This is an optimization exercise on Yosys and OpenROAD, whose aim is a short achievable clock period and few clock cycles per item, not a production implementation. Function was checked by simulation only, so behaviour that the tests miss may differ from the original. No activity file was given, so power comes from the tool's default toggle rates.

==> run a <==
// rv32_pipe_cpu
module rv32_pipe_cpu(
    input clk,
    input rst_n,
    output [31:0] imem_addr,
    input  [31:0] imem_rdata,
    output [31:0] dmem_addr,
    output [31:0] dmem_wdata,
    output        dmem_we,
    input  [31:0] dmem_rdata,
    output        debug_wb_have_inst,
    output [31:0] debug_wb_pc,
    output        debug_wb_ena,
    output [4:0]  debug_wb_reg,
    output [31:0] debug_wb_value
);
export LEC_CHECK = 0
export ABC_CLOCK_PERIOD_IN_PS = 2500
export CAP_MARGIN = 20
export CORE_MARGIN = 2
export CORE_UTILIZATION = 55
export CTS_CLUSTER_DIAMETER = 80
export CTS_CLUSTER_SIZE = 20
export GPL_TIMING_DRIVEN = 1
export SLEW_MARGIN = 20
create_clock -name core_clock -period 10.0 [get_ports {clk}]
standard.sh (not shown) runs the stock make flow with config.mk's settings and CLKGATE_MAP_FILE= SYNTH_SCRIPT=/design/flow/synth_recipe.tcl, a recipe that flattens the netlist after the stock synthesis.
==> flow/flow/run.sh <==
#!/bin/bash
# The standard layout (standard.sh) with the settings in env.sh:
# environment variables, and make variables in MAKE_ARGS.
set -euo pipefail
MAKE_ARGS=()
source flow/env.sh
bash standard.sh "${MAKE_ARGS[@]}" finish > standard.log 2>&1
Other scripts of this flow, unchanged in this note and not shown: flow/flow/env.sh
==> run b: changes against run a <==
--- a/flow/design.v
+++ b/flow/design.v
@@ -49,17 +49,17 @@
     reg         ex_jr_chk;           
     reg         ex_sub;
     reg         ex_sra;
     reg  [7:0]  ex_rsel;             
     reg  [31:0] ex_a;                
     reg  [31:0] ex_b;                
     reg  [31:0] ex_sd;               
     reg  [31:0] ex_target;           
-    reg         ex_redir_t;          
+    reg  [31:0] ex_redir;            
     reg         ex_m_late;           
     reg  [31:0] ex_pnpc;             
     reg         mem_valid;
     reg  [31:0] mem_pc;
     reg  [4:0]  mem_rd;
     reg         mem_rf_we;
     reg         mem_is_load;
     reg         mem_is_store;
@@ -211,23 +211,19 @@
     wire d_w2 = wb_valid  && wb_rf_we  && (wb_rd  == d_rs2);
     wire d_stall = id_valid && ex_valid && ex_is_load &&
                    ((d_use1 && d_e1) || (d_use2 && d_e2));
     wire x_addi_zero = ((ex_a ^ ex_b) == {ex_a[30:0] | ex_b[30:0], 1'b0});
     wire d_fused     = d_br && (d_f3[2:1] == 2'b00) && (d_rs2 == 5'd0) &&
                        ex_valid && ex_is_addi && ex_rf_we && (ex_rd == d_rs1);
     wire d_fz_taken  = d_f3[0] ^ x_addi_zero;
     wire d_redir_seq = d_fused && !d_fz_taken;       
-    wire d_br_redirect = id_valid && !d_stall &&
+    wire d_redirect  = id_valid && !d_stall &&
                        (d_fused ? (d_fz_taken != id_pred)
                                 : (!id_pred && (d_jal_far || (d_br && id_inst[31]))));
-    wire        d_jr_fuse = d_jalr && ex_valid && ex_is_jal && ex_rf_we && (ex_rd == d_rs1);
-    wire [31:0] d_jr_tgt  = ks_add(ex_pc4, d_immI, 1'b0);
-    wire        d_jr_redirect = id_valid && d_jr_fuse && !id_pred;
-    wire        d_redirect    = d_br_redirect || d_jr_redirect;
     wire d_alu  = d_r | d_i;
     wire d_add  = (d_alu && d_f3 == 3'b000) | d_lw | d_sw;
     wire d_sub  = d_r && d_f3 == 3'b000 && id_inst[30];
     wire [7:0] d_rsel = {
         d_jal | d_jalr,                       
         d_lui,                                
         d_alu && d_f3 == 3'b101,              
         d_alu && d_f3 == 3'b001,              
@@ -272,21 +268,20 @@
     wire [31:0] m_val = mem_is_load ? dmem_rdata : mem_alu;
     wire [31:0] d_v1 = d_e1 ? x_res : d_m1 ? m_val : d_w1 ? wb_val : d_rf1;
     wire [31:0] d_v2 = d_e2 ? x_res : d_m2 ? m_val : d_w2 ? wb_val : d_rf2;
     assign debug_wb_have_inst = dbg_have;
     assign debug_wb_pc        = wb_pc;
     assign debug_wb_ena       = dbg_ena;
     assign debug_wb_reg       = dbg_reg;
     assign debug_wb_value     = dbg_val;
-    wire [31:0] pc_id = d_stall       ? pc :
-                        d_jr_redirect ? d_jr_tgt :
-                        d_br_redirect ? (d_redir_seq ? d_pc4 : d_target) : f_npc;
+    wire [31:0] pc_id = d_stall    ? pc :
+                        d_redirect ? (d_redir_seq ? d_pc4 : d_target) : f_npc;
     wire [31:0] pc_n = mem_jr_redirect ? (mem_is_jalr ? mem_jr_tgt : mem_npc) :
-                       x_mispredict    ? (ex_redir_t ? ex_target : ex_pc4) : pc_id;
+                       x_mispredict    ? ex_redir : pc_id;
     always @(posedge clk or negedge rst_n) begin
         if (!rst_n)  pc <= 32'hffff_fffc;
         else         pc <= pc_n;
     end
     always @(posedge clk) begin
         fetch_addr <= rst_n ? pc_n : 32'hffff_fffc;
     end
     always @(posedge clk or negedge rst_n) begin
@@ -334,18 +329,18 @@
         ex_br_inv    <= d_f3[0];
         ex_sub       <= d_sub;
         ex_sra       <= id_inst[30];
         ex_rsel      <= d_rsel;
         ex_a         <= d_v1;
         ex_b         <= d_use_imm ? d_imm : d_sub ? ~d_v2 : d_v2;
         ex_sd        <= d_v2;
         ex_target    <= d_target;
-        ex_redir_t   <= d_jal || (d_br && !(d_redirect ? !d_redir_seq : id_pred));
-        ex_pnpc      <= d_jr_redirect ? d_jr_tgt : pc;
+        ex_redir     <= (d_jal || (d_br && !d_p_tgt)) ? d_target : d_pc4;
+        ex_pnpc      <= pc;
     end
     always @(posedge clk or negedge rst_n) begin
         if (!rst_n) begin
             mem_valid       <= 1'b0;
             mem_jr_redirect <= 1'b0;
             mem_alu         <= 32'd0;
         end else begin
             mem_valid       <= ex_valid;
==> comparison table <==
Global routing met1 resource utilization: run a 0.625; run b 0.618
Minimum setup slack after placement: run a 4.72 ns; run b 4.89 ns
Synthesized net count: run a 9569; run b 9198
Total Power Consumption: run a 20.6 mW; run b 20.7 mW
Number of antenna violations at the first check in global routing: run a 38; run b 41
Share of the yosys chip area belonging to registers: run a 0.481; run b 0.496
Antenna cell count: run a 18; run b 23
Standard cell core area: run a 178000 µm²; run b 174000 µm²
Routed len/inst: run a 39.3 µm; run b 39.3 µm
Synth async-reset ratio: run a 0.572; run b 0.564
TritonRoute pass-1 iters: run a 7; run b 13
Slew @ Worst Pin: run a 1.34 ns; run b 1.19 ns
Post-synth design cell area: run a 98600 µm²; run b 96800 µm²
Clock network contribution to total cell area: run a 0.0307; run b 0.0308
Area share of xor/xnor cells in the synthesized design: run a 0.0514; run b 0.0489
Part of the total power dissipated in the clock network: run a 0.258; run b 0.257
Post-synthesis share of cell area spent on and, or, nand and nor gates: run a 0.123; run b 0.111
Non-clock inverter count in the final layout: run a 172; run b 189
Cell area after layout: run a 121000 µm²; run b 119000 µm²
Outcome: run a finished clean; run b finished clean
Power attributed to combinational cells: run a 5.80 mW; run b 5.62 mW
Top fanout value on the critical path: run a 14; run b 8
DR WL met3: run a 69800 µm; run b 69200 µm
Final min period: run a 3.49 ns; run b 3.91 ns
Testbench counts of run a, summed over its fixed seeds: cycles 28,528, instrs 26,430.
Testbench counts of run b, summed over its fixed seeds: cycles 28,776, instrs 26,430.

==> separate check: timing with driven ports <==
The results above use ideal ports. As a check the final layouts listed here were re-extracted and re-timed, cells and wires unchanged.
Step 1: set_driving_cell puts a clkbuf_16 on clk and a buf_2 on each other input, an assumption about the parent block.
Step 2 times the ports against the registers' clock, not the clock port: input delays grow and output delays shrink by t, the midpoint of the rising clock arrivals with the driver on.
a / b / c = no drivers / after step 1 / after step 2; a / b = the first two.
run | shift t [ns] | setup WS [ns] | clock arrival spread, ns | slew at the worst register clock pin (ns)
run a | 0.914 | 6.510 / 6.510 / 5.854 | 0.079 / 0.078 | 0.10 / 0.10
run b | 0.935 | 6.090 / 6.090 / 6.090 | 0.060 / 0.059 | 0.10 / 0.10
After both steps setup and hold are still met in every run listed. For run a, which loses most, drivers alone change the setup slack by 0.000 ns; drivers and shift together by -0.656 ns.
